This is an optimization exercise on Yosys and OpenROAD, whose aim is small area, not a production implementation.
For this run, only the layout was checked, not whether the RTL still works.

### config.mk
export PLATFORM = sky130hd
export DESIGN_NAME = TankGame
export DESIGN_NICKNAME = TankGame
export VERILOG_FILES = /design/flow/design.v
export SDC_FILE = /design/flow/constraint.sdc
export NUM_CORES = 4
export LEC_CHECK = 0
export CAP_MARGIN = 40
export CORE_MARGIN = 2
export CORE_UTILIZATION = 35
export SLEW_MARGIN = 20
### constraint.sdc
create_clock -name core_clock -period 12.0 [get_ports {clk}]
set_input_delay 2.4000 -clock core_clock [delete_from_list [all_inputs] [get_ports {clk}]]
set_output_delay 2.4000 -clock core_clock [all_outputs]
set_load 0.01 [all_outputs]
### design.v
module Direct (
    input wire clk,
    input wire reset,
    input wire[7:0] ascii,
    input wire press,
    output reg[2:0] direct,
    output reg moving,
    output reg shoot
    );
parameter LEFT = 3'b000;
parameter RIGHT = 3'b001;
parameter UP = 3'b010;
parameter DOWN = 3'b011;
always @(posedge clk) begin
    if (reset) begin
        direct <= LEFT;
        moving <= 1'b0;
        shoot <= 1'b0;
    end
    else if (press) begin
        case (ascii)
            8'h61: begin
                direct <= LEFT;
                moving <= 1'b1;
                shoot <= 1'b0;
            end 
            8'h64: begin
                direct <= RIGHT;
                moving <= 1'b1;
                shoot <= 1'b0;
            end 
            8'h77: begin
                direct <= UP;
                moving <= 1'b1;
                shoot <= 1'b0;
            end 
            8'h73: begin
                direct <= DOWN;
                moving <= 1'b1;
                shoot <= 1'b0;
            end
            8'h6A: begin
                shoot <= 1'b1;
                moving <= 1'b0;
                direct <= direct;
            end
            default: begin
                direct <= direct;
                moving <= 1'b0;
                shoot <= 1'b0;
            end
        endcase
    end
    else begin
        moving <= 1'b0;
        shoot <= 1'b0;
        direct <= direct;
    end
end
endmodule
module GameLoop (
    input wire clk_100mhz,
    input wire reset,
    input wire clk_500ms,
    input wire clk_250ms,
    input wire clk_5s,
    input wire clk_bullet,
    input wire[2:0] direct,
    input wire moving,
    input wire shoot,
    input wire[9:0] pixel_x,
    input wire[9:0] pixel_y,
    input wire rst,
	 input wire press,
    output reg[3:0] category,
    output reg[9:0] addr,
    output reg[2:0] tank_direct,
    output reg alive,
    output reg start,
    output reg[15:0] score,
    output reg player_tank
    ); 
parameter MAX_TANKS = 6'd10;            
parameter MAX_BULLETS = 7'd10;          
parameter WIDTH = 10'd60;
parameter HEIGHT = 10'd45;
parameter BLOCK_SIZE = 10'd10;
parameter BOUNDARY_WIDTH = 10'd10;
parameter LEFT = 3'b000;
parameter RIGHT = 3'b001;
parameter UP = 3'b010;
parameter DOWN = 3'b011;
parameter NONE = 4'd0;
parameter WALL = 4'd1;
parameter TANK = 4'd2;
parameter BULLET = 4'd3;
reg[9:0] tanks_x[MAX_TANKS : 0];
reg[9:0] tanks_y[MAX_TANKS : 0];
reg[2:0] tanks_direct[MAX_TANKS : 0];
reg[5:0] n_tanks;
reg[9:0] bullets_x[MAX_BULLETS : 0];
reg[9:0] bullets_y[MAX_BULLETS : 0];
reg[2:0] bullets_direct[MAX_BULLETS : 0];
reg[6:0] n_bullets;
reg is_player[MAX_BULLETS : 0];
integer i, j, k, m, n;
reg[6:0] bullets_ptr;
reg[5:0] tanks_ptr;
reg[5:0] tanks_cnt;
reg[5:0] tanks_p;
reg bullets_go;
reg tanks_go;
reg tank_turn;
reg[4:0] random_pos;
reg[1:0] random_direct;
always @(posedge clk_100mhz) begin
    if (reset)
        random_pos <= 5'd0;
    else
        random_pos <= random_pos + 1'd1;
end
reg[2:0] moving_sync;
reg[2:0] clk500_sync;
reg[2:0] shoot_sync;
reg[2:0] clk250_sync;
reg[2:0] clk5s_sync;
reg[2:0] clkbullet_sync;
always @(posedge clk_100mhz) begin
  if (reset) begin
    moving_sync <= 3'b0;
    clk500_sync <= 3'b0;
    shoot_sync <= 3'b0;
    clk250_sync <= 3'b0;
    clk5s_sync <= 3'b0;
    clkbullet_sync <= 3'b0;
  end
  else begin
    moving_sync <= {moving, moving_sync[2:1]};
    clk500_sync <= {clk_500ms, clk500_sync[2:1]};
    shoot_sync <= {shoot, shoot_sync[2:1]};
    clk250_sync <= {clk_250ms, clk250_sync[2:1]};
    clk5s_sync <= {clk_5s, clk5s_sync[2:1]};
    clkbullet_sync <= {clk_bullet, clkbullet_sync[2:1]};
  end
end
assign moving_edge = ~moving_sync[0] & moving_sync[1];
assign clk500_edge = ~clk500_sync[0] & clk500_sync[1];
assign shoot_edge = ~shoot_sync[0] & shoot_sync[1];
assign clk250_edge = ~clk250_sync[0] & clk250_sync[1];
assign clk5s_edge = ~clk5s_sync[0] & clk5s_sync[1];
assign clkbullet_edge = ~clkbullet_sync[0] & clkbullet_sync[1];
always @(posedge clk_100mhz) begin
if (reset) begin
    n_bullets <= 7'd0;
    bullets_ptr <= 7'd0;
    bullets_go <= 1'b0;
    tanks_cnt <= 6'd1;
end
else if (start) begin  
if (rst) begin
    n_bullets <= 7'd0;
    bullets_ptr <= 7'd0;
    bullets_go <= 1'b0;
    tanks_cnt <= 6'd1;  
end
else begin
    if (shoot_edge && n_bullets < MAX_BULLETS) begin
        case (tanks_direct[0])
        LEFT: begin
            if (tanks_x[0] > 10'd0) begin
                n_bullets <= n_bullets + 7'd1;
                bullets_x[n_bullets] <= tanks_x[0] - 10'd1;
                bullets_y[n_bullets] <= tanks_y[0] + 10'd1;
                bullets_direct[n_bullets] <= tanks_direct[0];
                is_player[n_bullets] <= 1'b1;
            end
        end
        RIGHT: begin
            if (tanks_x[0] < WIDTH - 1) begin
                n_bullets <= n_bullets + 7'd1;
                bullets_x[n_bullets] <= tanks_x[0] + 10'd3;
                bullets_y[n_bullets] <= tanks_y[0] + 10'd1;
                bullets_direct[n_bullets] <= tanks_direct[0];
                is_player[n_bullets] <= 1'b1;
            end
        end
        UP: begin
            if (tanks_y[0] > 10'd0) begin
                n_bullets <= n_bullets + 7'd1;
                bullets_x[n_bullets] <= tanks_x[0] + 10'd1;
                bullets_y[n_bullets] <= tanks_y[0] - 10'd1;
                bullets_direct[n_bullets] <= tanks_direct[0];
                is_player[n_bullets] <= 1'b1;
            end
        end
        DOWN: begin
            if (tanks_y[0] < HEIGHT - 1) begin
                n_bullets <= n_bullets + 7'd1;
                bullets_x[n_bullets] <= tanks_x[0] + 10'd1;
                bullets_y[n_bullets] <= tanks_y[0] + 10'd3;
                bullets_direct[n_bullets] <= tanks_direct[0];
                is_player[n_bullets] <= 1'b1;
            end
        end
        endcase
    end
    else if (clkbullet_edge | bullets_go) begin
        if (clkbullet_edge & ~bullets_go) begin
            bullets_go <= 1'b1;
        end
        if (bullets_ptr < n_bullets) begin
            if (bullets_x[bullets_ptr] < 0 | bullets_x[bullets_ptr] > WIDTH | bullets_y[bullets_ptr] < 0 | bullets_y[bullets_ptr] > HEIGHT) begin
                n_bullets <= n_bullets - 7'd1;
                if (n_bullets != 7'd0) begin
                    bullets_x[bullets_ptr] <= bullets_x[n_bullets - 7'd1];
                    bullets_y[bullets_ptr] <= bullets_y[n_bullets - 7'd1];
                    bullets_direct[bullets_ptr] <= bullets_direct[n_bullets - 7'd1];
                    is_player[bullets_ptr] <= is_player[n_bullets - 7'd1];
                end
            end
            else begin
                case (bullets_direct[bullets_ptr])
                    LEFT: begin
                        bullets_x[bullets_ptr] <= bullets_x[bullets_ptr] - 10'd1;
                    end
                    RIGHT: begin
                        bullets_x[bullets_ptr] <= bullets_x[bullets_ptr] + 10'd1;
                    end
                    UP: begin
                        bullets_y[bullets_ptr] <= bullets_y[bullets_ptr] - 10'd1;
                    end
                    DOWN: begin
                        bullets_y[bullets_ptr] <= bullets_y[bullets_ptr] + 10'd1;
                    end
                endcase
                bullets_ptr <= bullets_ptr + 7'd1;
            end
        end
        else begin
            bullets_ptr <= 7'd0;
            bullets_go <= 1'b0;
        end
    end
    else if (clk250_edge && n_bullets < MAX_BULLETS) begin
        if (tanks_cnt < n_tanks && tanks_cnt != 6'd0) begin
            case (tanks_direct[tanks_cnt])
            LEFT: begin
                if (tanks_x[tanks_cnt] > 10'd0) begin
                    n_bullets <= n_bullets + 7'd1;
                    bullets_x[n_bullets] <= tanks_x[tanks_cnt] - 10'd1;
                    bullets_y[n_bullets] <= tanks_y[tanks_cnt] + 10'd1;
                    bullets_direct[n_bullets] <= LEFT;
                    is_player[n_bullets] <= 1'b0;
                end
            end
            RIGHT: begin
                if (tanks_x[tanks_cnt] < WIDTH - 1) begin
                    n_bullets <= n_bullets + 7'd1;
                    bullets_x[n_bullets] <= tanks_x[tanks_cnt] + 10'd3;
                    bullets_y[n_bullets] <= tanks_y[tanks_cnt] + 10'd1;
                    bullets_direct[n_bullets] <= RIGHT;
                    is_player[n_bullets] <= 1'b0;
                end
            end
            UP: begin
                if (tanks_y[tanks_cnt] > 10'd0) begin
                    n_bullets <= n_bullets + 7'd1;
                    bullets_x[n_bullets] <= tanks_x[tanks_cnt] + 10'd1;
                    bullets_y[n_bullets] <= tanks_y[tanks_cnt] - 10'd1;
                    bullets_direct[n_bullets] <= UP;
                    is_player[n_bullets] <= 1'b0;
                end
            end
            DOWN: begin
                if (tanks_y[tanks_cnt] < HEIGHT - 1) begin
                    n_bullets <= n_bullets + 7'd1;
                    bullets_x[n_bullets] <= tanks_x[tanks_cnt] + 10'd1;
                    bullets_y[n_bullets] <= tanks_y[tanks_cnt] + 10'd3;
                    bullets_direct[n_bullets] <= DOWN;
                    is_player[n_bullets] <= 1'b0;
                end
            end
            endcase 
            tanks_cnt <= tanks_cnt + 6'd1;       
        end
        else begin
            tanks_cnt <= 6'd1;
        end
    end
end
end  
end
always @(posedge clk_100mhz) begin
if (reset) begin
    tanks_x[0] <= 10'd0;
    tanks_y[0] <= 10'd0;
    tanks_direct[0] <= RIGHT;
    n_tanks <= 6'd1;
    tanks_ptr <= 6'd1;
    tanks_go <= 1'b0;
    tanks_p <= 6'd1;
    tank_turn <= 1'b0;
    random_direct <= 2'b00;
    score <= 16'b0;
end
else if (start) begin  
if (rst) begin
    tanks_x[0] <= 10'd0;
    tanks_y[0] <= 10'd0;
    tanks_direct[0] <= RIGHT;
    n_tanks <= 6'd1;
    tanks_ptr <= 6'd1;
    tanks_go <= 1'b0;
    score <= 16'b0;
end
else begin
    if (clk5s_edge && (n_tanks < MAX_TANKS)) begin
        n_tanks <= n_tanks + 6'd1;
        tanks_x[n_tanks] <= {5'b00, random_pos};
        tanks_y[n_tanks] <= {5'b00, random_pos};
        tanks_direct[n_tanks] <= {1'b0, random_direct};
        random_direct <= random_direct + 2'b01;
    end
    if (moving_edge | clk500_edge) begin  
        if (moving) begin
            if (tanks_x[0] >= 10'd0 && tanks_x[0] < WIDTH - 10'd2 && tanks_y[0] >= 0 && tanks_y[0] < HEIGHT - 10'd2) begin
                case (direct)
                LEFT:
                    if (tanks_x[0] > 10'd0) begin
                        tanks_x[0] <= tanks_x[0] - 10'd1;
                    end
                RIGHT:
                    if (tanks_x[0] < WIDTH - 10'd3) begin
                        tanks_x[0] <= tanks_x[0] + 10'd1;
                    end
                UP:
                    if (tanks_y[0] > 10'd0) begin
                        tanks_y[0] <= tanks_y[0] - 10'd1;
                    end
                DOWN:
                    if (tanks_y[0] < HEIGHT - 10'd3) begin
                        tanks_y[0] <= tanks_y[0] + 10'd1;
                    end
                endcase 
                tanks_direct[0] <= direct;
            end
        end
    end
    n = 0;
    if (clk250_edge | tanks_go) begin    
        if (clk250_edge & ~tanks_go) begin
            tanks_go <= 1'b1;
        end
        if (tanks_ptr != n_tanks) begin
            for (m = 0; m < MAX_BULLETS; m = m + 1) begin
                if (m < n_bullets && is_player[m] == 1'b1) begin
                    if (bullets_x[m] >= tanks_x[tanks_ptr] && bullets_x[m] < tanks_x[tanks_ptr] + 10'd3 && 
                        bullets_y[m] >= tanks_y[tanks_ptr] && bullets_y[m] < tanks_y[tanks_ptr] + 10'd3) begin
                        n = 1;    
                    end
                end
            end
            if (n == 1) begin
                n_tanks <= n_tanks - 6'b1;
                tanks_x[tanks_ptr] <= tanks_x[n_tanks - 6'd1];
                tanks_y[tanks_ptr] <= tanks_y[n_tanks - 6'd1];
                tanks_direct[tanks_ptr] <= tanks_direct[n_tanks - 6'd1];
                if (score[3:0] < 4'b1001)
                    score[3:0] <= score[3:0] + 4'b0001;   
                else if (score[7:4] < 4'b1001) begin
                    score[7:4] <= score[7:4] + 4'b0001;
                    score[3:0] <= 4'b0000;
                end
                else if (score[11:8] < 4'b1001) begin
                    score[11:8] <= score[11:8] + 4'b0001;
                    score[7:4] <= 4'b0000;
                    score[3:0] <= 4'b0000;
                end
                else if (score[15:12] < 4'b1001) begin
                    score[15:12] <= score[15:12] + 4'b0001;
                    score[11:8] <= 4'b0000;
                    score[7:4] <= 4'b0000;
                    score[3:0] <= 4'b0000;                    
                end
            end
            else begin
                case (tanks_direct[tanks_ptr])
                LEFT:
                    if (tanks_x[tanks_ptr] > 10'd0) begin
                        tanks_x[tanks_ptr] <= tanks_x[tanks_ptr] - 10'd1;
                    end
                    else begin
                        tanks_direct[tanks_ptr] <= {1'b0, random_direct};
                        random_direct <= random_direct + 2'b01;
                    end
                RIGHT: begin
                    if (tanks_x[tanks_ptr] < WIDTH - 10'd3) begin
                        tanks_x[tanks_ptr] <= tanks_x[tanks_ptr] + 10'd1;
                    end
                    else begin
                        tanks_direct[tanks_ptr] <= {1'b0, random_direct};
                        random_direct <= random_direct + 2'b01;
                    end                    
                end
                UP:
                    if (tanks_y[tanks_ptr] > 10'd0) begin
                        tanks_y[tanks_ptr] <= tanks_y[tanks_ptr] - 10'd1;
                    end
                    else begin
                        tanks_direct[tanks_ptr] <= {1'b0, random_direct};
                        random_direct <= random_direct + 2'b01;
                    end                    
                DOWN:
                    if (tanks_y[tanks_ptr] < HEIGHT - 10'd3) begin
                        tanks_y[tanks_ptr] <= tanks_y[tanks_ptr] + 10'd1;
                    end
                    else begin
                        tanks_direct[tanks_ptr] <= {1'b0, random_direct};
                        random_direct <= random_direct + 2'b01;
                    end                    
                endcase
                tanks_ptr <= tanks_ptr + 6'd1;
            end
        end
        else begin
            tanks_ptr <= 6'd1;
            tanks_go <= 1'b0;
        end
    end
    if (clk5s_edge | tank_turn) begin
        if (clk5s_edge & ~tank_turn) begin
            tank_turn <= 1'b1;
        end
        if (tanks_p < n_tanks && tanks_p != 6'd0) begin
            tanks_direct[tanks_p] <= random_direct;
            random_direct <= random_direct + 2'b01;
            tanks_p <= tanks_p + 6'd1;
        end
        else begin
            tanks_p <= 6'd1;
            tank_turn <= 1'b0;
        end
    end
end
end  
end
always @(posedge clk_100mhz) begin
if (reset) begin
    category <= NONE;
    tank_direct <= RIGHT;
    addr <= 10'b0;
    player_tank <= 1'b0;
end
else if (start) begin  
    j = 0;
    if (pixel_x >= 0 && pixel_x < (WIDTH) * BLOCK_SIZE + 2 * BOUNDARY_WIDTH && pixel_y >= 0 && pixel_y < (HEIGHT) * BLOCK_SIZE + 2 * BOUNDARY_WIDTH &&
        (pixel_x < BOUNDARY_WIDTH || pixel_x >= (WIDTH) * BLOCK_SIZE + BOUNDARY_WIDTH || pixel_y < BOUNDARY_WIDTH || pixel_y >= (HEIGHT) * BLOCK_SIZE + BOUNDARY_WIDTH)) begin
        j = 1;   
    end
    for (i = 0; i < MAX_TANKS; i = i + 1) begin
        if (i < n_tanks) begin
            if (pixel_x >= tanks_x[i] * BLOCK_SIZE + BOUNDARY_WIDTH && pixel_x < (tanks_x[i] + 10'd3) * BLOCK_SIZE + BOUNDARY_WIDTH &&
                pixel_y >= tanks_y[i] * BLOCK_SIZE + BOUNDARY_WIDTH && pixel_y < (tanks_y[i] + 10'd3) * BLOCK_SIZE + BOUNDARY_WIDTH) begin
                j = 2;
                addr <= (pixel_y - tanks_y[i] * BLOCK_SIZE - BOUNDARY_WIDTH) * 10'd30 + (pixel_x - tanks_x[i] * BLOCK_SIZE - BOUNDARY_WIDTH) + 10'b1;
                tank_direct <= tanks_direct[i];
                player_tank <= (i == 0) ? 1'b1 : 1'b0;
            end
        end
	end
    for (k = 0; k < MAX_BULLETS; k = k + 1) begin
        if (k < n_bullets) begin
            if (pixel_x >= bullets_x[k] * BLOCK_SIZE + BOUNDARY_WIDTH && pixel_x < (bullets_x[k] + 10'd1) * BLOCK_SIZE + BOUNDARY_WIDTH &&
                pixel_y >= bullets_y[k] * BLOCK_SIZE + BOUNDARY_WIDTH && pixel_y < (bullets_y[k] + 10'd1) * BLOCK_SIZE + BOUNDARY_WIDTH) begin
                j = 3;
            end            
        end
    end
    if (j == 0) begin
        category <= NONE;
    end 
    else if (j == 1) begin
        category <= WALL;
    end
    else if (j == 2) begin
        category <= TANK;
    end
    else if (j == 3) begin
        category <= BULLET;
    end
    else begin
        category <= NONE;
    end
end  
end
integer a, b, c;
always @(posedge clk_100mhz) begin
if (reset) begin
    alive <= 1'b1;
    start <= 1'b0;
end
else if (start) begin  
if (rst) begin
    alive <= 1'b1;
    start <= 1'b0;
end
else begin
    b = 0;
    for (a = 0; a < MAX_BULLETS; a = a + 1) begin
        if (a < n_bullets && is_player[a] == 1'b0) begin
            if (bullets_x[a] >= tanks_x[0] && bullets_x[a] < tanks_x[0] + 10'd3 && 
                bullets_y[a] >= tanks_y[0] && bullets_y[a] < tanks_y[0] + 10'd3) begin
                b = 1;    
            end            
        end
    end
    if (b == 1) begin
        alive <= 1'b0;    
    end
end
end  
else begin 
    if (alive && press) begin
        start <= 1'b1;
    end
end
end
endmodule
module TankGame (
    input wire clk,
    input wire reset,
    input wire[7:0] ascii,
    input wire press,
    input wire tick_bullet,
    input wire tick_250ms,
    input wire tick_500ms,
    input wire tick_5s,
    input wire[9:0] pixel_x,
    input wire[9:0] pixel_y,
    output wire[3:0] category,
    output wire[9:0] addr,
    output wire[2:0] tank_direct,
    output wire alive,
    output wire start,
    output wire[15:0] score,
    output wire player_tank
    );
wire[2:0] moving_direct;
wire moving;
wire shoot;
Direct M2 (
    .clk(clk),
    .reset(reset),
    .ascii(ascii),
    .press(press),
    .direct(moving_direct),
    .moving(moving),
    .shoot(shoot)
    );
GameLoop M3 (
    .clk_100mhz(clk),
    .reset(reset),
    .clk_500ms(tick_500ms),
    .clk_250ms(tick_250ms),
    .clk_5s(tick_5s),
    .clk_bullet(tick_bullet),
    .direct(moving_direct),
    .moving(moving),
    .pixel_x(pixel_x),
    .pixel_y(pixel_y),
    .shoot(shoot),
    .rst(1'b0),
    .press(press),
    .category(category),
    .addr(addr),
    .tank_direct(tank_direct),
    .alive(alive),
    .start(start),
    .score(score),
    .player_tank(player_tank)
    );
endmodule
### run.sh
#!/bin/bash
# synth_recipe.tcl (not shown) runs the flow's synth.tcl, then flattens the netlist and writes it again
# the make line also repeats each setting of config.mk as NAME=value (left out here)
make -C /OpenROAD-flow-scripts/flow DESIGN_CONFIG=/design/flow/config.mk WORK_HOME=/design/flow/orfs CLKGATE_MAP_FILE= SYNTH_SCRIPT=/design/flow/synth_recipe.tcl finish
==> results.cfg <==
[grt]
grt_pass1_wl_mm = 766
grt_start_max_net_pins = 55
globalRoute.totalOverflow = 0
gr-usage-all-layers_pct = 27.0
grt_pass1_vias = 109000
antenna_found_initial = 44

[clock_network]
ctsRootBufferMaster = clkbuf_16
cts_resized = 0
clock_latency_ns = 0.83
htree_levels = 3
cts_num_sinks = 853
cts.path.max_buffers = 3
cts_tree = done
path_clk_slew_ns = 0.07
post_cts_buffers = 0
ctsHoldBuffers = 0
numCtsBuffers = 101

[logic_synthesis]
ys_types = 106
syn_area_sq_mm = 0.134
synth_simple_gate_area_share_pct = 10.1
synth_edf_count = 721
synthXorXnorAreaFrac_pct = 11.3
syn_inst = 13706
synth_mux_area_share_pct = 11.3
synth-seq-cells = 853
synth_top_family_by_area = adder cells
syn_area_per_cell_sq_um = 9.78
ys.flop_type = edfxtp_1
synth_warnings = 8
synth-adder-area-share_pct = 31.0
seq_area_frac_synth_pct = 18.1
synth_compound_area_share_pct = 13.7
async_flop_share_pct = 0

[sta]
timing.final.ws_setup_ns = 2.96
maxSlewViolCount = 0
setup_viol = 0
slew_headroom_pct = 28.0
finalSetupTns_ns = 0
max_freq_ghz = 0.111
hold_viol_final = 0
finalCriticalPeriod_ns = 9.04
post-route-period-util_pct = 75.3
clock_skew_ns = 0.0699
whs_ns = 0.439
tightest_slew_ns = 1.08
rsz0062_at_grt = no

[die]
start_util_pct = 35.1
io_pins = 71
die_y_um = 623
rows = 227
core_region_area_sq_mm = 0.382
die_area_sq_mm = 0.388
die_w_um = 623

[final_layout]
drive_gt1_share_pct = 10.8
final_common_cell = ha_1
syn2layout_area_growth_pct = 9.47
final_cells = 19061
nNetsFinal = 17115
layout_common_cells = ha_1, xnor2_1, inv_1

[setup_path]
critPathKind = input pin to register
cp-start-kind = input pin
path_max_fanout = 13
worstPathRequired_ns = 12.74
critical_path.max_stage_delay_ns = 0.53
r2r_slack_ns = 3.14
arrival_ns = 9.78
slowest_stage = clkdlybuf4s50_1
reg2reg_depth = 20
crit_path_end_kind = register

[detailed_routing]
drt_pass1_iterations = 6
wire_per_inst_um = 28.2
routed_wl_mm = 537
drtIter0Drc = 11954
drc = 0
vias_per_cell = 5.95
antenna_left = 0
vias = 113461

[power]
powerDensity_mw_per_mm2 = 101
ir_drop_uv = 551
p_leak_nw = 63.3
power.total_w = 0.0148

[hold_path]
hp-class = register to register
hold_path_depth = 1

[placement]
hpwlAfterDp_mm = 427
gp_congestion = 1.01
port_buffers = 68
placed_cells_incl_taps = 18832
dpl_worst_slack_ns = 2.22

[run]
cap_violations = 0

[status]
status = no timing/DRC/antenna violations
[stage by stage]
step,area [sq um],util [%]
floorplan,134000,-
global placement,142000,37.2
detailed placement,143000,37.4
CTS,146000,38.4
global route,147000,38.4
finish,147000,38.4
[critical path, delay by kind of cell]
kind / cells / cell delay, ns
compound gates: 8 / 1.58
buf+inv: 7 / 1.62
mux: 1 / 0.21
simple gates: 1 / 0.17
fa+ha+maj: 7 / 2.89
xor+xnor: 3 / 0.90
[synthesized netlist by cell type (all sizes together), types with 179 or more instances]
| library cell | instances | share of area (%) |
|---|---|---|
| nand2 | 610 | 1.7 |
| o21a | 234 | 1.3 |
| o21ai | 594 | 2.2 |
| mux2 | 224 | 1.9 |
| o21bai | 179 | 1.0 |
| a21oi | 843 | 3.2 |
| nand3 | 394 | 1.5 |
| a21o | 355 | 2.0 |
| inv | 1116 | 3.1 |
| ha | 2884 | 27 |
| xor2 | 512 | 3.4 |
| mux4 | 512 | 8.6 |
| clkbuf | 250 | 0.70 |
| xnor2 | 1183 | 7.7 |
| edfxtp | 721 | 16 |
| fa | 270 | 4.0 |
| nor2 | 692 | 1.9 |
[worst paths after layout]
check / from / endpoint
worst max register to register: register / M3.tanks_y[14][8]
worst max-delay path: pixel_y[1] / M3.addr[9]
worst min register to register: M3.clk5s_sync[2] / M3.clk5s_sync[1]
worst min-delay path: M3.clk5s_sync[2] / M3.clk5s_sync[1]
[state kept, by name, summed over array words and instances (netlist names), 5 cells and up, named ones only]
name / flops
M3.is_player: 16
M3.tanks_p: 6
M3.bullets_ptr: 7
M3.score: 16
M3.random_pos: 5
M3.n_tanks: 6
M3.tanks_direct: 48
M3.tanks_cnt: 6
M3.tanks_ptr: 6
M3.tanks_x: 160
M3.bullets_direct: 33
M3.addr: 10
M3.tanks_y: 160
M3.bullets_x: 160
M3.n_bullets: 7
M3.bullets_y: 160
[cell type report]
cell class	instances	area, sq um
fillers	38184	235000
repair buffers	525	4290
diodes	10	25.0
clock inverters	79	948
inverters	1123	4220
flip-flops and latches	853	24300
clock buffers	111	2610
multi-input cells	11322	104000
well taps	5038	6300
[cells by family after synthesis]
group | count (synthesis)
other | 1
buffers and inverters | 1532
multiplexers | 850
AND/OR/NAND/NOR | 2735
XOR/XNOR | 1705
adder cells (fa/ha/maj) | 3160
AO/OA/AOI/OAI | 2870
flip-flops | 853
[power breakdown]
part	total, W	switching [W]	internal [W]
sequential	0.00325	0.0000367	0.00322
combinational	0.00818	0.00439	0.00379
clock	0.00338	0.00150	0.00188
[per-layer routing]
layer	up-vias	global-route usage, %	wire length, um
li1	50792	-	-
met1	55316	33.1	205000
met2	5842	42.6	236000
met3	1493	5.69	51100
met4	18	17.9	44500
met5	-	0	118

## re-timing with driven ports
In the flow no input, the clock included, has a driving cell. The finished layout below was timed again as built, in two steps.
Step 1, drivers: a clkbuf_16 drives clk and a buf_2 each remaining input, both assumed.
Step 2 times the ports against the registers' clock, not the clock port: input delays grow and output delays shrink by t, the midpoint of the rising clock arrivals with the driver on.
Slacks: no drivers / after step 1 / after step 2; pairs: no drivers / after step 1.
t, ns: 0.893
slack for setup (ns): 2.959 / 2.861 / 1.968
hold slack, ns: 0.439 / 0.439 / 0.439
worst register clock-pin slew, ns: 0.10 / 0.10
After both steps setup and hold are still met in this run. The setup slack of this run moves by -0.098 ns with the drivers and by -0.991 ns with both steps.
